Source: an optimization exercise on an open RTL-to-GDS flow (aim: small area). Production flows keep margins and buffers that such runs may drop.
In this exercise RTL edits were held to simulation tests only and were not proved equivalent to the original.

==> design/flow/design.v <==
`default_nettype none
module fir_lowpass
  (input  logic clock, reset,
   input  logic [15:0] xin,
   output logic [15:0] y);
    logic [15:0] xr;   
    logic [15:0] a1;   
    logic [15:0] a2;   
    logic [15:0] a3;   
    logic [14:0] a4;   
    logic [14:0] a5;   
    logic [14:0] a6;   
    logic [13:0] a7;   
    logic [13:0] a8;   
    logic [12:0] a9;   
    logic [15:0] d0;
    logic [15:0] d1;
    logic [15:0] d2;
    logic [15:0] d3;
    logic [14:0] d4;
    logic [14:0] d5;
    logic [14:0] d6;
    logic [13:0] d7;
    logic [13:0] d8;
    logic [12:0] d9;
    logic n1;
    logic n2;
    logic n3;
    logic n4;
    logic n5;
    logic n6;
    logic n7;
    logic n8;
    logic n9;
    logic n10;
    logic n11;
    logic n12;
    logic n13;
    logic n14;
    logic n15;
    logic n16;
    logic n17;
    logic n18;
    logic n19;
    logic n20;
    logic n21;
    logic n22;
    logic n23;
    logic n24;
    logic n25;
    logic n26;
    logic n27;
    logic n28;
    logic n29;
    logic n30;
    logic n31;
    logic n32;
    logic n33;
    logic n34;
    logic n35;
    logic n36;
    logic n37;
    logic n38;
    logic n39;
    logic n40;
    logic n41;
    logic n42;
    logic n43;
    logic n44;
    logic n45;
    logic n46;
    logic n47;
    logic n48;
    logic n49;
    logic n50;
    logic n51;
    logic n52;
    logic n53;
    logic n54;
    logic n55;
    logic n56;
    logic n57;
    logic n58;
    logic n59;
    logic n60;
    logic n61;
    logic n62;
    logic n63;
    logic n64;
    logic n65;
    logic n66;
    logic n67;
    logic n68;
    logic n69;
    logic n70;
    logic n71;
    logic n72;
    logic n73;
    logic n74;
    logic n75;
    logic n76;
    logic n77;
    logic n78;
    logic n79;
    logic n80;
    logic n81;
    logic n82;
    logic n83;
    logic n84;
    logic n85;
    logic n86;
    logic n87;
    logic n88;
    logic n89;
    logic n90;
    logic n91;
    logic n92;
    logic n93;
    logic n94;
    logic n95;
    logic n96;
    logic n97;
    logic n98;
    logic n99;
    logic n100;
    logic n101;
    logic n102;
    logic n103;
    logic n104;
    logic n105;
    logic n106;
    logic n107;
    logic n108;
    logic n109;
    logic n110;
    logic n111;
    logic n112;
    logic n113;
    logic n114;
    logic n115;
    logic n116;
    logic n117;
    logic n118;
    logic n119;
    logic n120;
    logic n121;
    logic n122;
    logic n123;
    logic n124;
    logic n125;
    logic n126;
    logic n127;
    logic n128;
    logic n129;
    logic n130;
    logic n131;
    logic n132;
    logic n133;
    logic n134;
    logic n135;
    logic n136;
    logic n137;
    logic n138;
    logic n139;
    logic n140;
    logic n141;
    logic n142;
    logic n143;
    logic n144;
    logic n145;
    logic n146;
    logic n147;
    logic n148;
    logic n149;
    logic n150;
    logic n151;
    logic n152;
    logic n153;
    logic n154;
    logic n155;
    logic n156;
    logic n157;
    logic n158;
    logic n159;
    logic n160;
    logic n161;
    logic n162;
    logic n163;
    logic n164;
    logic n165;
    logic n166;
    logic n167;
    logic n168;
    logic n169;
    logic n170;
    logic n171;
    logic n172;
    logic n173;
    logic n174;
    logic n175;
    logic n176;
    logic n177;
    logic n178;
    logic n179;
    logic n180;
    logic n181;
    logic n182;
    logic n183;
    logic n184;
    logic n185;
    logic n186;
    logic n187;
    logic n188;
    logic n189;
    logic n190;
    logic n191;
    logic n192;
    logic n193;
    logic n194;
    logic n195;
    logic n196;
    logic n197;
    logic n198;
    logic n199;
    logic n200;
    logic n201;
    logic n202;
    logic n203;
    logic n204;
    logic n205;
    logic n206;
    logic n207;
    logic n208;
    logic n209;
    logic n210;
    logic n211;
    logic n212;
    logic n213;
    logic n214;
    logic n215;
    logic n216;
    logic n217;
    logic n218;
    logic n219;
    logic n220;
    logic n221;
    logic n222;
    logic n223;
    logic n224;
    logic n225;
    logic n226;
    logic n227;
    logic n228;
    logic n229;
    logic n230;
    logic n231;
    logic n232;
    logic n233;
    logic n234;
    logic n235;
    logic n236;
    logic n237;
    logic n238;
    logic n239;
    logic n240;
    logic n241;
    logic n242;
    logic n243;
    logic n244;
    logic n245;
    logic n246;
    logic n247;
    logic n248;
    logic n249;
    logic n250;
    logic n251;
    logic n252;
    logic n253;
    logic n254;
    logic n255;
    logic n256;
    logic n257;
    logic n258;
    logic n259;
    logic n260;
    logic n261;
    logic n262;
    logic n263;
    logic n264;
    logic n265;
    logic n266;
    logic n267;
    logic n268;
    logic n269;
    logic n270;
    logic n271;
    logic n272;
    logic n273;
    logic n274;
    logic n275;
    logic n276;
    logic n277;
    logic n278;
    logic n279;
    logic n280;
    logic n281;
    logic n282;
    logic n283;
    logic n284;
    logic n285;
    logic n286;
    logic n287;
    logic n288;
    logic n289;
    logic n290;
    logic n291;
    logic n292;
    logic n293;
    logic n294;
    logic n295;
    logic n296;
    logic n297;
    logic n298;
    logic n299;
    logic n300;
    logic n301;
    logic n302;
    logic n303;
    logic n304;
    logic n305;
    logic n306;
    logic n307;
    logic n308;
    logic n309;
    logic n310;
    logic n311;
    logic n312;
    logic n313;
    logic n314;
    logic n315;
    logic n316;
    logic n317;
    logic n318;
    logic n319;
    logic n320;
    logic n321;
    logic n322;
    logic n323;
    logic n324;
    logic n325;
    logic n326;
    logic n327;
    logic n328;
    logic n329;
    logic n330;
    logic n331;
    logic n332;
    logic n333;
    logic n334;
    logic n335;
    logic n336;
    logic n337;
    logic n338;
    logic n339;
    logic n340;
    logic n341;
    logic n342;
    logic n343;
    logic n344;
    logic n345;
    logic n346;
    logic n347;
    logic n348;
    logic n349;
    logic n350;
    logic n351;
    logic n352;
    logic n353;
    logic n354;
    logic n355;
    logic n356;
    logic n357;
    logic n358;
    logic n359;
    logic n360;
    logic n361;
    logic n362;
    logic n363;
    logic n364;
    logic n365;
    logic n366;
    logic n367;
    logic n368;
    logic n369;
    logic n370;
    logic n371;
    logic n372;
    logic n373;
    logic n374;
    logic n375;
    logic n376;
    logic n377;
    logic n378;
    logic n379;
    logic n380;
    logic n381;
    logic n382;
    logic n383;
    logic n384;
    logic n385;
    logic n386;
    logic n387;
    logic n388;
    logic n389;
    logic n390;
    logic n391;
    logic n392;
    logic n393;
    logic n394;
    logic n395;
    logic n396;
    logic n397;
    logic n398;
    logic n399;
    logic n400;
    logic n401;
    logic n402;
    logic n403;
    logic n404;
    logic n405;
    logic n406;
    logic n407;
    logic n408;
    logic n409;
    logic n410;
    logic n411;
    logic n412;
    logic n413;
    logic n414;
    logic n415;
    logic n416;
    logic n417;
    logic n418;
    logic n419;
    logic n420;
    logic n421;
    logic n422;
    logic n423;
    logic n424;
    logic n425;
    logic n426;
    logic n427;
    logic n428;
    logic n429;
    logic n430;
    logic n431;
    logic n432;
    logic n433;
    logic n434;
    logic n435;
    logic n436;
    logic n437;
    logic n438;
    logic n439;
    logic n440;
    logic n441;
    logic n442;
    logic n443;
    logic n444;
    logic n445;
    logic n446;
    logic n447;
    logic n448;
    logic n449;
    logic n450;
    logic n451;
    logic n452;
    logic n453;
    logic n454;
    logic n455;
    logic n456;
    logic n457;
    logic n458;
    logic n459;
    logic n460;
    logic n461;
    logic n462;
    logic n463;
    logic n464;
    logic n465;
    logic n466;
    logic n467;
    logic n468;
    logic n469;
    logic n470;
    logic n471;
    logic n472;
    logic n473;
    logic n474;
    logic n475;
    logic n476;
    logic n477;
    logic n478;
    logic n479;
    logic n480;
    logic n481;
    logic n482;
    logic n483;
    logic n484;
    logic n485;
    logic n486;
    logic n487;
    logic n488;
    logic n489;
    logic n490;
    logic n491;
    logic n492;
    logic n493;
    logic n494;
    logic n495;
    logic n496;
    logic n497;
    logic n498;
    logic n499;
    logic n500;
    logic n501;
    logic n502;
    logic n503;
    logic n504;
    logic n505;
    logic n506;
    logic n507;
    logic n508;
    logic n509;
    logic n510;
    logic n511;
    logic n512;
    logic n513;
    logic n514;
    logic n515;
    logic n516;
    logic n517;
    logic n518;
    logic n519;
    logic n520;
    logic n521;
    logic n522;
    logic n523;
    logic n524;
    logic n525;
    logic n526;
    logic n527;
    logic n528;
    logic n529;
    logic n530;
    logic n531;
    logic n532;
    logic n533;
    logic n534;
    logic n535;
    logic n536;
    logic n537;
    logic n538;
    logic n539;
    logic n540;
    logic n541;
    logic n542;
    logic n543;
    logic n544;
    logic n545;
    logic n546;
    logic n547;
    logic n548;
    logic n549;
    logic n550;
    logic n551;
    logic n552;
    logic n553;
    logic n554;
    logic n555;
    logic n556;
    logic n557;
    logic n558;
    logic n559;
    logic n560;
    logic n561;
    logic n562;
    logic n563;
    logic n564;
    logic n565;
    logic n566;
    logic n567;
    logic n568;
    logic n569;
    logic n570;
    logic n571;
    logic n572;
    logic n573;
    logic n574;
    logic n575;
    logic n576;
    logic n577;
    logic n578;
    logic n579;
    logic n580;
    logic n581;
    logic n582;
    logic n583;
    logic n584;
    logic n585;
    logic n586;
    logic n587;
    logic n588;
    logic n589;
    logic n590;
    logic n591;
    logic n592;
    logic n593;
    logic n594;
    logic n595;
    logic n596;
    logic n597;
    logic n598;
    logic n599;
    logic n600;
    logic n601;
    logic n602;
    logic n603;
    logic n604;
    logic n605;
    logic n606;
    logic n607;
    logic n608;
    logic n609;
    logic n610;
    logic n611;
    logic n612;
    logic n613;
    logic n614;
    logic n615;
    logic n616;
    logic n617;
    logic n618;
    logic n619;
    logic n620;
    logic n621;
    logic n622;
    logic n623;
    logic n624;
    logic n625;
    logic n626;
    logic n627;
    logic n628;
    logic n629;
    logic n630;
    logic n631;
    logic n632;
    logic n633;
    logic n634;
    logic n635;
    logic n636;
    logic n637;
    logic n638;
    logic n639;
    logic n640;
    logic n641;
    logic n642;
    logic n643;
    logic n644;
    logic n645;
    logic n646;
    logic n647;
    logic n648;
    logic n649;
    logic n650;
    logic n651;
    logic n652;
    logic n653;
    logic n654;
    logic n655;
    logic n656;
    logic n657;
    logic n658;
    logic n659;
    logic n660;
    logic n661;
    logic n662;
    logic n663;
    logic n664;
    logic n665;
    logic n666;
    logic n667;
    logic n668;
    logic n669;
    logic n670;
    logic n671;
    logic n672;
    assign n1 = xr[0] ^ xr[2];
    assign n2 = xr[0] & xr[2];
    fa un3 (.a(xr[1]), .b(xr[3]), .c(n2), .s(n3), .co(n4));
    fa un5 (.a(xr[2]), .b(xr[4]), .c(n4), .s(n5), .co(n6));
    fa un7 (.a(xr[3]), .b(xr[5]), .c(n6), .s(n7), .co(n8));
    fa un9 (.a(xr[4]), .b(xr[6]), .c(n8), .s(n9), .co(n10));
    fa un11 (.a(xr[5]), .b(xr[7]), .c(n10), .s(n11), .co(n12));
    fa un13 (.a(xr[6]), .b(xr[8]), .c(n12), .s(n13), .co(n14));
    fa un15 (.a(xr[7]), .b(xr[9]), .c(n14), .s(n15), .co(n16));
    fa un17 (.a(xr[8]), .b(xr[10]), .c(n16), .s(n17), .co(n18));
    fa un19 (.a(xr[9]), .b(xr[11]), .c(n18), .s(n19), .co(n20));
    fa un21 (.a(xr[10]), .b(xr[12]), .c(n20), .s(n21), .co(n22));
    fa un23 (.a(xr[11]), .b(xr[13]), .c(n22), .s(n23), .co(n24));
    fa un25 (.a(xr[12]), .b(xr[14]), .c(n24), .s(n25), .co(n26));
    fa un27 (.a(xr[13]), .b(xr[15]), .c(n26), .s(n27), .co(n28));
    fa un29 (.a(xr[14]), .b(xr[15]), .c(n28), .s(n29), .co(n30));
    assign n31 = ~xr[0];
    assign n32 = ~xr[1];
    assign n33 = ~xr[2];
    assign n34 = ~xr[3];
    assign n35 = ~xr[4];
    assign n36 = ~xr[5];
    assign n37 = ~xr[6];
    assign n38 = ~xr[7];
    assign n39 = ~xr[8];
    assign n40 = ~xr[9];
    assign n41 = ~xr[10];
    assign n42 = ~xr[11];
    assign n43 = ~xr[12];
    assign n44 = ~xr[13];
    assign n45 = ~xr[14];
    assign n46 = ~xr[15];
    assign n47 = n31 ^ n34;
    assign n48 = ~n31 & ~n34;
    assign n49 = ~n48;
    fa un50 (.a(n32), .b(n35), .c(n49), .s(n50), .co(n51));
    fa un52 (.a(n33), .b(n36), .c(n51), .s(n52), .co(n53));
    fa un54 (.a(n34), .b(n37), .c(n53), .s(n54), .co(n55));
    fa un56 (.a(n35), .b(n38), .c(n55), .s(n56), .co(n57));
    fa un58 (.a(n36), .b(n39), .c(n57), .s(n58), .co(n59));
    fa un60 (.a(n37), .b(n40), .c(n59), .s(n60), .co(n61));
    fa un62 (.a(n38), .b(n41), .c(n61), .s(n62), .co(n63));
    fa un64 (.a(n39), .b(n42), .c(n63), .s(n64), .co(n65));
    fa un66 (.a(n40), .b(n43), .c(n65), .s(n66), .co(n67));
    fa un68 (.a(n41), .b(n44), .c(n67), .s(n68), .co(n69));
    fa un70 (.a(n42), .b(n45), .c(n69), .s(n70), .co(n71));
    fa un72 (.a(n43), .b(n46), .c(n71), .s(n72), .co(n73));
    fa un74 (.a(n44), .b(n46), .c(n73), .s(n74), .co(n75));
    fa un76 (.a(n45), .b(n46), .c(n75), .s(n76), .co(n77));
    assign n78 = n32 ^ n31;
    assign n79 = n32 & n31;
    assign n80 = n33 ^ n79;
    assign n81 = n33 & n79;
    assign n82 = n34 ^ n81;
    assign n83 = n34 & n81;
    assign n84 = n35 ^ n83;
    assign n85 = n35 & n83;
    fa un86 (.a(xr[0]), .b(n36), .c(n85), .s(n86), .co(n87));
    fa un88 (.a(xr[1]), .b(n37), .c(n87), .s(n88), .co(n89));
    fa un90 (.a(xr[2]), .b(n38), .c(n89), .s(n90), .co(n91));
    fa un92 (.a(xr[3]), .b(n39), .c(n91), .s(n92), .co(n93));
    fa un94 (.a(xr[4]), .b(n40), .c(n93), .s(n94), .co(n95));
    fa un96 (.a(xr[5]), .b(n41), .c(n95), .s(n96), .co(n97));
    fa un98 (.a(xr[6]), .b(n42), .c(n97), .s(n98), .co(n99));
    fa un100 (.a(xr[7]), .b(n43), .c(n99), .s(n100), .co(n101));
    fa un102 (.a(xr[8]), .b(n44), .c(n101), .s(n102), .co(n103));
    fa un104 (.a(xr[9]), .b(n45), .c(n103), .s(n104), .co(n105));
    fa un106 (.a(xr[10]), .b(n46), .c(n105), .s(n106), .co(n107));
    fa un108 (.a(xr[11]), .b(n46), .c(n107), .s(n108), .co(n109));
    fa un110 (.a(xr[12]), .b(n46), .c(n109), .s(n110), .co(n111));
    fa un112 (.a(xr[13]), .b(n46), .c(n111), .s(n112), .co(n113));
    fa un114 (.a(xr[14]), .b(n46), .c(n113), .s(n114), .co(n115));
    assign n116 = xr[15] ^ n46;
    assign n117 = n116 ^ n115;
    assign n118 = ~n31;
    assign n119 = xr[0] ^ n82;
    assign n120 = xr[0] & n82;
    fa un121 (.a(xr[1]), .b(n84), .c(n120), .s(n121), .co(n122));
    fa un123 (.a(xr[2]), .b(n86), .c(n122), .s(n123), .co(n124));
    fa un125 (.a(xr[3]), .b(n88), .c(n124), .s(n125), .co(n126));
    fa un127 (.a(xr[4]), .b(n90), .c(n126), .s(n127), .co(n128));
    fa un129 (.a(xr[5]), .b(n92), .c(n128), .s(n129), .co(n130));
    fa un131 (.a(xr[6]), .b(n94), .c(n130), .s(n131), .co(n132));
    fa un133 (.a(xr[7]), .b(n96), .c(n132), .s(n133), .co(n134));
    fa un135 (.a(xr[8]), .b(n98), .c(n134), .s(n135), .co(n136));
    fa un137 (.a(xr[9]), .b(n100), .c(n136), .s(n137), .co(n138));
    fa un139 (.a(xr[10]), .b(n102), .c(n138), .s(n139), .co(n140));
    fa un141 (.a(xr[11]), .b(n104), .c(n140), .s(n141), .co(n142));
    fa un143 (.a(xr[12]), .b(n106), .c(n142), .s(n143), .co(n144));
    fa un145 (.a(xr[13]), .b(n108), .c(n144), .s(n145), .co(n146));
    fa un147 (.a(xr[14]), .b(n110), .c(n146), .s(n147), .co(n148));
    fa un149 (.a(xr[15]), .b(n112), .c(n148), .s(n149), .co(n150));
    fa un151 (.a(xr[15]), .b(n114), .c(n150), .s(n151), .co(n152));
    fa un153 (.a(xr[15]), .b(n117), .c(n152), .s(n153), .co(n154));
    assign n155 = xr[15] ^ n117;
    assign n156 = n155 ^ n154;
    assign n157 = ~n47;
    assign n158 = xr[1] ^ xr[0];
    assign n159 = ~xr[1] & ~xr[0];
    assign n160 = n1 ^ n159;
    assign n161 = ~n1 & n159;
    assign n162 = n3 ^ n161;
    assign n163 = ~n3 & n161;
    assign n164 = n5 ^ n163;
    assign n165 = ~n5 & n163;
    assign n166 = ~n165;
    assign n167 = (n31 & n7) | (n31 & n166) | (n7 & n166);
    assign n168 = (n32 & n9) | (n32 & n167) | (n9 & n167);
    assign n169 = (n33 & n11) | (n33 & n168) | (n11 & n168);
    assign n170 = (n157 & n13) | (n157 & n169) | (n13 & n169);
    assign n171 = (n50 & n15) | (n50 & n170) | (n15 & n170);
    assign n172 = (n52 & n17) | (n52 & n171) | (n17 & n171);
    assign n173 = (n54 & n19) | (n54 & n172) | (n19 & n172);
    fa un174 (.a(n56), .b(n21), .c(n173), .s(n174), .co(n175));
    fa un176 (.a(n58), .b(n23), .c(n175), .s(n176), .co(n177));
    fa un178 (.a(n60), .b(n25), .c(n177), .s(n178), .co(n179));
    fa un180 (.a(n62), .b(n27), .c(n179), .s(n180), .co(n181));
    fa un182 (.a(n64), .b(n29), .c(n181), .s(n182), .co(n183));
    fa un184 (.a(n66), .b(n30), .c(n183), .s(n184), .co(n185));
    fa un186 (.a(n68), .b(xr[15]), .c(n185), .s(n186), .co(n187));
    fa un188 (.a(n70), .b(xr[15]), .c(n187), .s(n188), .co(n189));
    fa un190 (.a(n72), .b(xr[15]), .c(n189), .s(n190), .co(n191));
    fa un192 (.a(n74), .b(xr[15]), .c(n191), .s(n192), .co(n193));
    fa un194 (.a(n76), .b(xr[15]), .c(n193), .s(n194), .co(n195));
    fa un196 (.a(n77), .b(xr[15]), .c(n195), .s(n196), .co(n197));
    assign n198 = n46 ^ xr[15];
    assign n199 = n198 ^ n197;
    assign n200 = n84 ^ n118;
    assign n201 = n84 & n118;
    fa un202 (.a(n86), .b(n78), .c(n201), .s(n202), .co(n203));
    fa un204 (.a(n88), .b(n80), .c(n203), .s(n204), .co(n205));
    fa un206 (.a(n90), .b(n119), .c(n205), .s(n206), .co(n207));
    fa un208 (.a(n92), .b(n121), .c(n207), .s(n208), .co(n209));
    fa un210 (.a(n94), .b(n123), .c(n209), .s(n210), .co(n211));
    fa un212 (.a(n96), .b(n125), .c(n211), .s(n212), .co(n213));
    fa un214 (.a(n98), .b(n127), .c(n213), .s(n214), .co(n215));
    fa un216 (.a(n100), .b(n129), .c(n215), .s(n216), .co(n217));
    fa un218 (.a(n102), .b(n131), .c(n217), .s(n218), .co(n219));
    fa un220 (.a(n104), .b(n133), .c(n219), .s(n220), .co(n221));
    fa un222 (.a(n106), .b(n135), .c(n221), .s(n222), .co(n223));
    fa un224 (.a(n108), .b(n137), .c(n223), .s(n224), .co(n225));
    fa un226 (.a(n110), .b(n139), .c(n225), .s(n226), .co(n227));
    fa un228 (.a(n112), .b(n141), .c(n227), .s(n228), .co(n229));
    fa un230 (.a(n114), .b(n143), .c(n229), .s(n230), .co(n231));
    fa un232 (.a(n117), .b(n145), .c(n231), .s(n232), .co(n233));
    fa un234 (.a(n117), .b(n147), .c(n233), .s(n234), .co(n235));
    fa un236 (.a(n117), .b(n149), .c(n235), .s(n236), .co(n237));
    fa un238 (.a(n117), .b(n151), .c(n237), .s(n238), .co(n239));
    fa un240 (.a(n117), .b(n153), .c(n239), .s(n240), .co(n241));
    assign n242 = n117 ^ n156;
    assign n243 = n242 ^ n241;
    assign n244 = xr[0] ^ n204;
    assign n245 = xr[0] & n204;
    assign n246 = (xr[1] & n206) | (xr[1] & n245) | (n206 & n245);
    assign n247 = (n1 & n208) | (n1 & n246) | (n208 & n246);
    assign n248 = (n3 & n210) | (n3 & n247) | (n210 & n247);
    assign n249 = (n5 & n212) | (n5 & n248) | (n212 & n248);
    assign n250 = (n7 & n214) | (n7 & n249) | (n214 & n249);
    assign n251 = (n9 & n216) | (n9 & n250) | (n216 & n250);
    assign n252 = (n11 & n218) | (n11 & n251) | (n218 & n251);
    fa un253 (.a(n13), .b(n220), .c(n252), .s(n253), .co(n254));
    fa un255 (.a(n15), .b(n222), .c(n254), .s(n255), .co(n256));
    fa un257 (.a(n17), .b(n224), .c(n256), .s(n257), .co(n258));
    fa un259 (.a(n19), .b(n226), .c(n258), .s(n259), .co(n260));
    fa un261 (.a(n21), .b(n228), .c(n260), .s(n261), .co(n262));
    fa un263 (.a(n23), .b(n230), .c(n262), .s(n263), .co(n264));
    fa un265 (.a(n25), .b(n232), .c(n264), .s(n265), .co(n266));
    fa un267 (.a(n27), .b(n234), .c(n266), .s(n267), .co(n268));
    fa un269 (.a(n29), .b(n236), .c(n268), .s(n269), .co(n270));
    fa un271 (.a(n30), .b(n238), .c(n270), .s(n271), .co(n272));
    fa un273 (.a(xr[15]), .b(n240), .c(n272), .s(n273), .co(n274));
    assign n275 = xr[15] ^ n243;
    assign n276 = n275 ^ n274;
    assign n277 = n11 ^ n118;
    assign n278 = n11 & n118;
    assign n279 = (n13 & n78) | (n13 & n278) | (n78 & n278);
    assign n280 = (n15 & n80) | (n15 & n279) | (n80 & n279);
    assign n281 = (n17 & n82) | (n17 & n280) | (n82 & n280);
    assign n282 = (n19 & n84) | (n19 & n281) | (n84 & n281);
    assign n283 = (n21 & n86) | (n21 & n282) | (n86 & n282);
    assign n284 = (n23 & n88) | (n23 & n283) | (n88 & n283);
    assign n285 = (n25 & n90) | (n25 & n284) | (n90 & n284);
    fa un286 (.a(n27), .b(n92), .c(n285), .s(n286), .co(n287));
    fa un288 (.a(n29), .b(n94), .c(n287), .s(n288), .co(n289));
    fa un290 (.a(n30), .b(n96), .c(n289), .s(n290), .co(n291));
    fa un292 (.a(xr[15]), .b(n98), .c(n291), .s(n292), .co(n293));
    fa un294 (.a(xr[15]), .b(n100), .c(n293), .s(n294), .co(n295));
    fa un296 (.a(xr[15]), .b(n102), .c(n295), .s(n296), .co(n297));
    fa un298 (.a(xr[15]), .b(n104), .c(n297), .s(n298), .co(n299));
    fa un300 (.a(xr[15]), .b(n106), .c(n299), .s(n300), .co(n301));
    fa un302 (.a(xr[15]), .b(n108), .c(n301), .s(n302), .co(n303));
    fa un304 (.a(xr[15]), .b(n110), .c(n303), .s(n304), .co(n305));
    fa un306 (.a(xr[15]), .b(n112), .c(n305), .s(n306), .co(n307));
    fa un308 (.a(xr[15]), .b(n114), .c(n307), .s(n308), .co(n309));
    assign n310 = xr[15] ^ n117;
    assign n311 = n310 ^ n309;
    assign n312 = ~n218;
    assign n313 = ~n220;
    assign n314 = ~n222;
    assign n315 = ~n224;
    assign n316 = ~n226;
    assign n317 = ~n228;
    assign n318 = ~n230;
    assign n319 = ~n232;
    assign n320 = ~n234;
    assign n321 = ~n236;
    assign n322 = ~n238;
    assign n323 = ~n240;
    assign n324 = ~n243;
    assign n325 = xr[0] | xr[1];
    assign n326 = n325 | xr[2];
    assign n327 = n326 | xr[3];
    assign n328 = n327 | xr[4];
    assign n329 = n328 | xr[5];
    assign n330 = n329 | xr[6];
    assign n331 = n330 | xr[7];
    assign n332 = n331 | xr[8];
    assign n333 = n332 | xr[9];
    assign n334 = n333 | xr[10];
    assign n335 = n334 | xr[11];
    assign n336 = n335 | xr[12];
    assign n337 = n336 | xr[13];
    assign n338 = n337 | xr[14];
    assign n339 = xr[15] & n338;
    assign n340 = xr[15] & n337;
    assign n341 = xr[15] & n335;
    assign n342 = xr[15] & n332;
    assign n343 = xr[15] & n336;
    assign n344 = n286 ^ n339;
    assign n345 = n286 & n339;
    assign n346 = n288 ^ n345;
    assign n347 = n288 & n345;
    assign n348 = n290 ^ n347;
    assign n349 = n290 & n347;
    assign n350 = n292 ^ n349;
    assign n351 = n292 & n349;
    assign n352 = n294 ^ n351;
    assign n353 = n294 & n351;
    assign n354 = n296 ^ n353;
    assign n355 = n296 & n353;
    assign n356 = n298 ^ n355;
    assign n357 = n298 & n355;
    assign n358 = n300 ^ n357;
    assign n359 = n300 & n357;
    assign n360 = n302 ^ n359;
    assign n361 = n302 & n359;
    assign n362 = n304 ^ n361;
    assign n363 = n304 & n361;
    assign n364 = n306 ^ n363;
    assign n365 = n306 & n363;
    assign n366 = n308 ^ n365;
    assign n367 = n308 & n365;
    assign n368 = n311 ^ n367;
    assign n369 = ~a9[0];
    fa un370 (.a(n369), .b(n253), .c(n340), .s(n370), .co(n371));
    assign n372 = ~a9[1];
    fa un373 (.a(n372), .b(n255), .c(n371), .s(n373), .co(n374));
    assign n375 = ~a9[2];
    fa un376 (.a(n375), .b(n257), .c(n374), .s(n376), .co(n377));
    assign n378 = ~a9[3];
    fa un379 (.a(n378), .b(n259), .c(n377), .s(n379), .co(n380));
    assign n381 = ~a9[4];
    fa un382 (.a(n381), .b(n261), .c(n380), .s(n382), .co(n383));
    assign n384 = ~a9[5];
    fa un385 (.a(n384), .b(n263), .c(n383), .s(n385), .co(n386));
    assign n387 = ~a9[6];
    fa un388 (.a(n387), .b(n265), .c(n386), .s(n388), .co(n389));
    assign n390 = ~a9[7];
    fa un391 (.a(n390), .b(n267), .c(n389), .s(n391), .co(n392));
    assign n393 = ~a9[8];
    fa un394 (.a(n393), .b(n269), .c(n392), .s(n394), .co(n395));
    assign n396 = ~a9[9];
    fa un397 (.a(n396), .b(n271), .c(n395), .s(n397), .co(n398));
    assign n399 = ~a9[10];
    fa un400 (.a(n399), .b(n273), .c(n398), .s(n400), .co(n401));
    assign n402 = ~a9[11];
    fa un403 (.a(n402), .b(n276), .c(n401), .s(n403), .co(n404));
    assign n405 = ~a9[12];
    fa un406 (.a(n405), .b(n276), .c(n404), .s(n406), .co(n407));
    assign n408 = a9[12] ^ n276;
    assign n409 = n408 ^ n407;
    assign n410 = ~n341;
    fa un411 (.a(a8[0]), .b(n174), .c(n410), .s(n411), .co(n412));
    fa un413 (.a(a8[1]), .b(n176), .c(n412), .s(n413), .co(n414));
    fa un415 (.a(a8[2]), .b(n178), .c(n414), .s(n415), .co(n416));
    fa un417 (.a(a8[3]), .b(n180), .c(n416), .s(n417), .co(n418));
    fa un419 (.a(a8[4]), .b(n182), .c(n418), .s(n419), .co(n420));
    fa un421 (.a(a8[5]), .b(n184), .c(n420), .s(n421), .co(n422));
    fa un423 (.a(a8[6]), .b(n186), .c(n422), .s(n423), .co(n424));
    fa un425 (.a(a8[7]), .b(n188), .c(n424), .s(n425), .co(n426));
    fa un427 (.a(a8[8]), .b(n190), .c(n426), .s(n427), .co(n428));
    fa un429 (.a(a8[9]), .b(n192), .c(n428), .s(n429), .co(n430));
    fa un431 (.a(a8[10]), .b(n194), .c(n430), .s(n431), .co(n432));
    fa un433 (.a(a8[11]), .b(n196), .c(n432), .s(n433), .co(n434));
    fa un435 (.a(a8[12]), .b(n199), .c(n434), .s(n435), .co(n436));
    assign n437 = a8[13] ^ n199;
    assign n438 = n437 ^ n436;
    fa un439 (.a(a7[0]), .b(n131), .c(n342), .s(n439), .co(n440));
    fa un441 (.a(a7[1]), .b(n133), .c(n440), .s(n441), .co(n442));
    fa un443 (.a(a7[2]), .b(n135), .c(n442), .s(n443), .co(n444));
    fa un445 (.a(a7[3]), .b(n137), .c(n444), .s(n445), .co(n446));
    fa un447 (.a(a7[4]), .b(n139), .c(n446), .s(n447), .co(n448));
    fa un449 (.a(a7[5]), .b(n141), .c(n448), .s(n449), .co(n450));
    fa un451 (.a(a7[6]), .b(n143), .c(n450), .s(n451), .co(n452));
    fa un453 (.a(a7[7]), .b(n145), .c(n452), .s(n453), .co(n454));
    fa un455 (.a(a7[8]), .b(n147), .c(n454), .s(n455), .co(n456));
    fa un457 (.a(a7[9]), .b(n149), .c(n456), .s(n457), .co(n458));
    fa un459 (.a(a7[10]), .b(n151), .c(n458), .s(n459), .co(n460));
    fa un461 (.a(a7[11]), .b(n153), .c(n460), .s(n461), .co(n462));
    fa un463 (.a(a7[12]), .b(n156), .c(n462), .s(n463), .co(n464));
    assign n465 = ~a7[13];
    fa un466 (.a(n465), .b(n156), .c(n464), .s(n466), .co(n467));
    assign n468 = a7[13] ^ n156;
    assign n469 = n468 ^ n467;
    assign n470 = ~n343;
    fa un471 (.a(a6[0]), .b(n312), .c(n470), .s(n471), .co(n472));
    fa un473 (.a(a6[1]), .b(n313), .c(n472), .s(n473), .co(n474));
    fa un475 (.a(a6[2]), .b(n314), .c(n474), .s(n475), .co(n476));
    fa un477 (.a(a6[3]), .b(n315), .c(n476), .s(n477), .co(n478));
    fa un479 (.a(a6[4]), .b(n316), .c(n478), .s(n479), .co(n480));
    fa un481 (.a(a6[5]), .b(n317), .c(n480), .s(n481), .co(n482));
    fa un483 (.a(a6[6]), .b(n318), .c(n482), .s(n483), .co(n484));
    fa un485 (.a(a6[7]), .b(n319), .c(n484), .s(n485), .co(n486));
    fa un487 (.a(a6[8]), .b(n320), .c(n486), .s(n487), .co(n488));
    fa un489 (.a(a6[9]), .b(n321), .c(n488), .s(n489), .co(n490));
    fa un491 (.a(a6[10]), .b(n322), .c(n490), .s(n491), .co(n492));
    fa un493 (.a(a6[11]), .b(n323), .c(n492), .s(n493), .co(n494));
    fa un495 (.a(a6[12]), .b(n324), .c(n494), .s(n495), .co(n496));
    fa un497 (.a(a6[13]), .b(n324), .c(n496), .s(n497), .co(n498));
    assign n499 = a6[14] ^ n324;
    assign n500 = n499 ^ n498;
    fa un501 (.a(a5[0]), .b(n312), .c(n470), .s(n501), .co(n502));
    fa un503 (.a(a5[1]), .b(n313), .c(n502), .s(n503), .co(n504));
    fa un505 (.a(a5[2]), .b(n314), .c(n504), .s(n505), .co(n506));
    fa un507 (.a(a5[3]), .b(n315), .c(n506), .s(n507), .co(n508));
    fa un509 (.a(a5[4]), .b(n316), .c(n508), .s(n509), .co(n510));
    fa un511 (.a(a5[5]), .b(n317), .c(n510), .s(n511), .co(n512));
    fa un513 (.a(a5[6]), .b(n318), .c(n512), .s(n513), .co(n514));
    fa un515 (.a(a5[7]), .b(n319), .c(n514), .s(n515), .co(n516));
    fa un517 (.a(a5[8]), .b(n320), .c(n516), .s(n517), .co(n518));
    fa un519 (.a(a5[9]), .b(n321), .c(n518), .s(n519), .co(n520));
    fa un521 (.a(a5[10]), .b(n322), .c(n520), .s(n521), .co(n522));
    fa un523 (.a(a5[11]), .b(n323), .c(n522), .s(n523), .co(n524));
    fa un525 (.a(a5[12]), .b(n324), .c(n524), .s(n525), .co(n526));
    fa un527 (.a(a5[13]), .b(n324), .c(n526), .s(n527), .co(n528));
    assign n529 = a5[14] ^ n324;
    assign n530 = n529 ^ n528;
    fa un531 (.a(a4[0]), .b(n131), .c(n342), .s(n531), .co(n532));
    fa un533 (.a(a4[1]), .b(n133), .c(n532), .s(n533), .co(n534));
    fa un535 (.a(a4[2]), .b(n135), .c(n534), .s(n535), .co(n536));
    fa un537 (.a(a4[3]), .b(n137), .c(n536), .s(n537), .co(n538));
    fa un539 (.a(a4[4]), .b(n139), .c(n538), .s(n539), .co(n540));
    fa un541 (.a(a4[5]), .b(n141), .c(n540), .s(n541), .co(n542));
    fa un543 (.a(a4[6]), .b(n143), .c(n542), .s(n543), .co(n544));
    fa un545 (.a(a4[7]), .b(n145), .c(n544), .s(n545), .co(n546));
    fa un547 (.a(a4[8]), .b(n147), .c(n546), .s(n547), .co(n548));
    fa un549 (.a(a4[9]), .b(n149), .c(n548), .s(n549), .co(n550));
    fa un551 (.a(a4[10]), .b(n151), .c(n550), .s(n551), .co(n552));
    fa un553 (.a(a4[11]), .b(n153), .c(n552), .s(n553), .co(n554));
    fa un555 (.a(a4[12]), .b(n156), .c(n554), .s(n555), .co(n556));
    fa un557 (.a(a4[13]), .b(n156), .c(n556), .s(n557), .co(n558));
    assign n559 = ~a4[14];
    fa un560 (.a(n559), .b(n156), .c(n558), .s(n560), .co(n561));
    assign n562 = a4[14] ^ n156;
    assign n563 = n562 ^ n561;
    fa un564 (.a(a3[0]), .b(n174), .c(n410), .s(n564), .co(n565));
    fa un566 (.a(a3[1]), .b(n176), .c(n565), .s(n566), .co(n567));
    fa un568 (.a(a3[2]), .b(n178), .c(n567), .s(n568), .co(n569));
    fa un570 (.a(a3[3]), .b(n180), .c(n569), .s(n570), .co(n571));
    fa un572 (.a(a3[4]), .b(n182), .c(n571), .s(n572), .co(n573));
    fa un574 (.a(a3[5]), .b(n184), .c(n573), .s(n574), .co(n575));
    fa un576 (.a(a3[6]), .b(n186), .c(n575), .s(n576), .co(n577));
    fa un578 (.a(a3[7]), .b(n188), .c(n577), .s(n578), .co(n579));
    fa un580 (.a(a3[8]), .b(n190), .c(n579), .s(n580), .co(n581));
    fa un582 (.a(a3[9]), .b(n192), .c(n581), .s(n582), .co(n583));
    fa un584 (.a(a3[10]), .b(n194), .c(n583), .s(n584), .co(n585));
    fa un586 (.a(a3[11]), .b(n196), .c(n585), .s(n586), .co(n587));
    fa un588 (.a(a3[12]), .b(n199), .c(n587), .s(n588), .co(n589));
    fa un590 (.a(a3[13]), .b(n199), .c(n589), .s(n590), .co(n591));
    fa un592 (.a(a3[14]), .b(n199), .c(n591), .s(n592), .co(n593));
    assign n594 = a3[15] ^ n199;
    assign n595 = n594 ^ n593;
    fa un596 (.a(a2[0]), .b(n253), .c(n340), .s(n596), .co(n597));
    fa un598 (.a(a2[1]), .b(n255), .c(n597), .s(n598), .co(n599));
    fa un600 (.a(a2[2]), .b(n257), .c(n599), .s(n600), .co(n601));
    fa un602 (.a(a2[3]), .b(n259), .c(n601), .s(n602), .co(n603));
    fa un604 (.a(a2[4]), .b(n261), .c(n603), .s(n604), .co(n605));
    fa un606 (.a(a2[5]), .b(n263), .c(n605), .s(n606), .co(n607));
    fa un608 (.a(a2[6]), .b(n265), .c(n607), .s(n608), .co(n609));
    fa un610 (.a(a2[7]), .b(n267), .c(n609), .s(n610), .co(n611));
    fa un612 (.a(a2[8]), .b(n269), .c(n611), .s(n612), .co(n613));
    fa un614 (.a(a2[9]), .b(n271), .c(n613), .s(n614), .co(n615));
    fa un616 (.a(a2[10]), .b(n273), .c(n615), .s(n616), .co(n617));
    fa un618 (.a(a2[11]), .b(n276), .c(n617), .s(n618), .co(n619));
    fa un620 (.a(a2[12]), .b(n276), .c(n619), .s(n620), .co(n621));
    fa un622 (.a(a2[13]), .b(n276), .c(n621), .s(n622), .co(n623));
    fa un624 (.a(a2[14]), .b(n276), .c(n623), .s(n624), .co(n625));
    assign n626 = a2[15] ^ n276;
    assign n627 = n626 ^ n625;
    assign n628 = a1[0] ^ n344;
    assign n629 = ~a1[0] & n344;
    assign n630 = ~n346;
    assign n631 = ~n629;
    fa un632 (.a(a1[1]), .b(n630), .c(n631), .s(n632), .co(n633));
    assign n634 = ~n348;
    fa un635 (.a(a1[2]), .b(n634), .c(n633), .s(n635), .co(n636));
    assign n637 = ~n350;
    fa un638 (.a(a1[3]), .b(n637), .c(n636), .s(n638), .co(n639));
    assign n640 = ~n352;
    fa un641 (.a(a1[4]), .b(n640), .c(n639), .s(n641), .co(n642));
    assign n643 = ~n354;
    fa un644 (.a(a1[5]), .b(n643), .c(n642), .s(n644), .co(n645));
    assign n646 = ~n356;
    fa un647 (.a(a1[6]), .b(n646), .c(n645), .s(n647), .co(n648));
    assign n649 = ~n358;
    fa un650 (.a(a1[7]), .b(n649), .c(n648), .s(n650), .co(n651));
    assign n652 = ~n360;
    fa un653 (.a(a1[8]), .b(n652), .c(n651), .s(n653), .co(n654));
    assign n655 = ~n362;
    fa un656 (.a(a1[9]), .b(n655), .c(n654), .s(n656), .co(n657));
    assign n658 = ~n364;
    fa un659 (.a(a1[10]), .b(n658), .c(n657), .s(n659), .co(n660));
    assign n661 = ~n366;
    fa un662 (.a(a1[11]), .b(n661), .c(n660), .s(n662), .co(n663));
    assign n664 = ~n368;
    fa un665 (.a(a1[12]), .b(n664), .c(n663), .s(n665), .co(n666));
    fa un667 (.a(a1[13]), .b(n664), .c(n666), .s(n667), .co(n668));
    fa un669 (.a(a1[14]), .b(n664), .c(n668), .s(n669), .co(n670));
    assign n671 = a1[15] ^ n368;
    assign n672 = n671 ^ n670;
    assign d0 = {~(n672 | reset), ~(n669 | reset), ~(n667 | reset), ~(n665 | reset), ~(n662 | reset), ~(n659 | reset), ~(n656 | reset), ~(n653 | reset), ~(n650 | reset), ~(n647 | reset), ~(n644 | reset), ~(n641 | reset), ~(n638 | reset), ~(n635 | reset), ~(n632 | reset), ~(n628 | reset)};
    assign d1 = {~(n627 | reset), ~(n624 & ~reset), ~(n622 & ~reset), ~(n620 & ~reset), ~(n618 & ~reset), ~(n616 & ~reset), ~(n614 & ~reset), ~(n612 & ~reset), ~(n610 & ~reset), ~(n608 & ~reset), ~(n606 & ~reset), ~(n604 & ~reset), ~(n602 & ~reset), ~(n600 & ~reset), ~(n598 & ~reset), ~(n596 & ~reset)};
    assign d2 = {~(n595 & ~reset), ~(n592 | reset), ~(n590 | reset), ~(n588 | reset), ~(n586 | reset), ~(n584 | reset), ~(n582 | reset), ~(n580 | reset), ~(n578 | reset), ~(n576 | reset), ~(n574 | reset), ~(n572 | reset), ~(n570 | reset), ~(n568 | reset), ~(n566 | reset), ~(n564 | reset)};
    assign d3 = {~(n563 | reset), ~(n560 & ~reset), ~(n557 & ~reset), ~(n555 & ~reset), ~(n553 & ~reset), ~(n551 & ~reset), ~(n549 & ~reset), ~(n547 & ~reset), ~(n545 & ~reset), ~(n543 & ~reset), ~(n541 & ~reset), ~(n539 & ~reset), ~(n537 & ~reset), ~(n535 & ~reset), ~(n533 & ~reset), ~(n531 & ~reset)};
    assign d4 = {~(n530 & ~reset), ~(n527 | reset), ~(n525 | reset), ~(n523 | reset), ~(n521 | reset), ~(n519 | reset), ~(n517 | reset), ~(n515 | reset), ~(n513 | reset), ~(n511 | reset), ~(n509 | reset), ~(n507 | reset), ~(n505 | reset), ~(n503 | reset), ~(n501 | reset)};
    assign d5 = {(n500 & ~reset), (n497 | reset), (n495 | reset), (n493 | reset), (n491 | reset), (n489 | reset), (n487 | reset), (n485 | reset), (n483 | reset), (n481 | reset), (n479 | reset), (n477 | reset), (n475 | reset), (n473 | reset), (n471 | reset)};
    assign d6 = {~(n469 | reset), ~(n466 & ~reset), ~(n463 & ~reset), ~(n461 & ~reset), ~(n459 & ~reset), ~(n457 & ~reset), ~(n455 & ~reset), ~(n453 & ~reset), ~(n451 & ~reset), ~(n449 & ~reset), ~(n447 & ~reset), ~(n445 & ~reset), ~(n443 & ~reset), ~(n441 & ~reset), ~(n439 & ~reset)};
    assign d7 = {~(n438 & ~reset), ~(n435 | reset), ~(n433 | reset), ~(n431 | reset), ~(n429 | reset), ~(n427 | reset), ~(n425 | reset), ~(n423 | reset), ~(n421 | reset), ~(n419 | reset), ~(n417 | reset), ~(n415 | reset), ~(n413 | reset), ~(n411 | reset)};
    assign d8 = {~(n409 | reset), ~(n406 & ~reset), ~(n403 & ~reset), ~(n400 & ~reset), ~(n397 & ~reset), ~(n394 & ~reset), ~(n391 & ~reset), ~(n388 & ~reset), ~(n385 & ~reset), ~(n382 & ~reset), ~(n379 & ~reset), ~(n376 & ~reset), ~(n373 & ~reset), ~(n370 & ~reset)};
    assign d9 = {~(n368 & ~reset), ~(n366 & ~reset), ~(n364 & ~reset), ~(n362 & ~reset), ~(n360 & ~reset), ~(n358 & ~reset), ~(n356 & ~reset), ~(n354 & ~reset), ~(n352 & ~reset), ~(n350 & ~reset), ~(n348 & ~reset), ~(n346 & ~reset), ~(n344 & ~reset)};
    always_ff @(posedge clock) begin
        xr <= xin & {16{~reset}};
        y <= d0;
        a1 <= d1;
        a2 <= d2;
        a3 <= d3;
        a4 <= d4;
        a5 <= d5;
        a6 <= d6;
        a7 <= d7;
        a8 <= d8;
        a9 <= d9;
    end
endmodule
module fa (input logic a, b, c, output logic s, co);
    assign s = a ^ b ^ c;
    assign co = (a & b) | (a & c) | (b & c);
endmodule
==> design/flow/run.sh <==
#!/bin/bash
# synth_recipe.tcl (not shown) runs the flow's synth.tcl, then flattens the netlist and writes it again
# the make line also repeats each setting of config.mk as NAME=value (left out here)
make -C /OpenROAD-flow-scripts/flow DESIGN_CONFIG=/design/flow/config.mk WORK_HOME=/design/flow/orfs CLKGATE_MAP_FILE= SYNTH_SCRIPT=/design/flow/synth_recipe.tcl finish
==> design/flow/config.mk <==
export PLATFORM = sky130hd
export DESIGN_NAME = fir_lowpass
export DESIGN_NICKNAME = fir_lowpass
export VERILOG_FILES = /design/flow/design.v
export SDC_FILE = /design/flow/constraint.sdc
export NUM_CORES = 4
export LEC_CHECK = 0
export CAP_MARGIN = 20
export CORE_MARGIN = 2
export CORE_UTILIZATION = 40
export SLEW_MARGIN = 20
export SYNTH_HIERARCHICAL = 1
==> design/flow/constraint.sdc <==
create_clock -name core_clock -period 20.0 [get_ports {clock}]
set_input_delay 4.0000 -clock core_clock [delete_from_list [all_inputs] [get_ports {clock}]]
set_output_delay 4.0000 -clock core_clock [all_outputs]
set_load 0.01 [all_outputs]
==> impl_metrics.ini <==
[status]
outcome = no timing/DRC/antenna violations

[drt]
viasPerCell = 4.56
first_pass_iters = 4
post-route-drc-count = 0
antenna_left = 0
vias = 5171
finalWirelength_mm = 18.9
drt-initial-drc-count = 290
wire_per_inst_um = 16.7

[clock_tree]
cts_made_buffers = 17
root_buffer = clkbuf_16
cts_tree = done
post_cts_buffers = 0
cts_repair_resize_count = 0
path_clk_slew_ns = 0.08
htree_num_levels = 4
cts.sink_count = 166
cts_hold_buf = 0
clk_latency_ns = 0.45
cts_buffer_depth = 2

[final_layout]
drive_above_1_share_pct = 6.72
insertedDiodeCount = 0
num-fill-cells = 2278
fin_cells = 1133
nNetsFinal = 1070
area_delta_synth_final_pct = 13.0
regArea_sq_mm = 0.00332
multi_input_area_sq_mm = 0.00656

[timing]
rsz0062_at_grt = no
fmax_mhz = 71.8
setup_tns_ns = 0
relSlewSlack_pct = 40.2
fin_skew_ns = 0.0164
holdWs_ns = 0.567
fin_ws_ns = 6.08
tightestPinTransition_ns = 0.891
slew_violations = 0
final-setup-viol-count = 0
min_period_over_period_pct = 69.6
hold_violations = 0
fin_crit_ns = 13.92

[global_route]
grt_max_degree = 126
overflow = 0
grt_use_total_pct = 16.1
antenna_found_initial = 0
grt_pass1_wl_mm = 31.9
grt_pass1_vias = 5808

[synthesis]
synth_flop_cell = dfxtp_1
ys_top_cells_by_area = fa_1, dfxtp_1, nand2b_1
synth-seq-cells = 166
postSynthCellCount = 754
ys_top_cells_by_count = fa_1, dfxtp_1, nand2b_1, nor2_1, inv_1
synth_top_cell_by_area = fa_1
synthArstFlopShare_pct = 0
synth_fp_nets = 1034
synth_edf_count = 0
yosysWarnings = 7
syn_area_sq_mm = 0.0102
synth_most_common_cell = fa_1
seq_area_frac_synth_pct = 32.7
synth_top_area_share_pct = 47.6
syn_area_per_cell_sq_um = 13.5
ys_types = 33

[worst_setup_path]
cpMaxStageDelayCell = fa_1
worstPathRequired_ns = 20.30
crit_top_cell = fa_1
worstSetupEndpointType = register
start_kind = register
cpPeakStageDelay_ns = 0.59
crit_arrival_ns = 14.23
crit_family = adder cells
critical_path_buf_inv_count = 1
worst-path-max-fanout = 10
crit_type = reg -> reg

[die]
ios = 34
fp.dieW_um = 163
rows = 58
core_sq_mm = 0.0251
initial_utilization_pct = 40.5
dieArea_sq_mm = 0.0267
chipHeight_um = 163

[placed_design]
dpl.cell_count = 1101
gp_congestion = 0.834
dp_hpwl_mm = 15.3
portBuffers = 33
place_ws_ns = 6.04

[flow_run]
max_cap_viol_count = 0

[worst_hold_path]
hold_class = reg -> reg
cells in the final DEF, fill, tap and decap left out, drive strengths merged:
cell           instances
a211oi                 2
a21boi                 1
a21oi                  4
a221oi                 2
a22o                   3
a22oi                  3
and2                   2
buf                    3
clkbuf                17
clkdlybuf4s50         32
clkinv                 9
dfxtp                166
fa                   242
ha                    20
inv                   68
maj3                   2
nand2                  3
nand2b                74
nand3                  1
nor2                  68
nor2b                 18
nor3                   5
nor4                   3
o211ai                 2
o21ai                  6
o22a                   1
o22ai                  3
o32a                   1
or2                   14
or3                    2
or4b                   1
xnor2                 17
xor2                   8
tightest hold or removal path: cells and delay by family, from the launching register on:
family                     cells  cell delay, ns
adders and majority gates      1            0.16
DFF                            1            0.34
and+or+nand+nor                1            0.04
final cells by class:
| cell class | instances | area share (%) |
|---|---|---|
| Multi-Input combinational cell | 508 | 57.0 |
| Sequential cell | 166 | 28.9 |
| Clock buffer | 17 | 3.70 |
| Tap cell | 330 | 3.59 |
| Timing Repair Buffer | 35 | 3.01 |
| Inverter | 62 | 2.02 |
| Clock inverter | 15 | 1.73 |
modules after synthesis, one instance, submodules excluded:
module       copies in the design  cell area [sq um]  flip-flops and latches  cells inside
fa                            242               20.0                       0             1
fir_lowpass                     1               5330                     166           512
final timing paths:
| path | slack, ns | cells past startpoint | endpoint | from |
|---|---|---|---|---|
| max | 6.08 | 39 | y[15]$_DFF_P_ | xr[0]$_DFF_P_ |
| min | 0.57 | 2 | a4[2]$_DFF_P_ | a5[2]$_DFF_P_ |
| max reg2reg | 6.08 | 39 | y[15]$_DFF_P_ | xr[0]$_DFF_P_ |
| min reg2reg | 0.57 | 2 | a4[2]$_DFF_P_ | a5[2]$_DFF_P_ |
through the flow:
stage                     utilization, %  cell area, sq um
final                               45.8             11500
after floorplan                        -             10200
after global placement              43.3             10900
after global routing                45.8             11500
after CTS                           45.7             11500
after detailed placement            43.3             10900
cells by family (layout without fill, tap and decap cells):
| group | count (synthesis) | count (layout) | synth area share (%) |
|---|---|---|---|
| simple gates | 191 | 191 | 9.96 |
| fa+ha+maj | 264 | 264 | 50.3 |
| xor+xnor | 25 | 25 | 2.15 |
| buf+inv | 80 | 129 | 2.95 |
| flops | 166 | 166 | 32.7 |
| compound gates | 28 | 28 | 1.94 |
state kept, by name, summed over array words and instances, names as in the netlist:
name / flops
a1: 16
a2: 16
a3: 16
a4: 15
a5: 15
a6: 15
a7: 14
a8: 14
a9: 13
xr: 16
y: 16
per-layer routing:
layer | GRT usage (%) | up-vias | part of all wire (%)
met5 | 0 | - | 0
met4 | 4.94 | 0 | 1.8
met3 | 3.00 | 28 | 4.0
met2 | 23.6 | 101 | 45
met1 | 24.3 | 2668 | 49
li1 | - | 2374 | -

==> separate check: timing with driven ports <==
In the flow no input, the clock included, has a driving cell. The finished layout below was timed again as built, in two steps. Step 1 assumes that a clkbuf_16 drives the clock port and a buf_2 every other input. Step 2 adds t to the input delays and takes it off the output delays; t is the mean of the earliest and latest rising clock arrival at the registers after step 1. Input paths then give back, and output paths get back, about the clock's delay inside the block. Slacks: ideal / step 1 / step 2; pairs: ideal / step 1.
t, ns: 0.485
setup slack, ns: 6.075 / 6.075 / 6.075
worst setup path at the end: register to register
clock arrival spread, ns: 0.016 / 0.016
worst data-port slew with drivers (ns): 0.04
After both steps setup and hold are still met in this run. For this run, drivers alone change the setup slack by 0.000 ns; drivers and shift together by 0.000 ns.
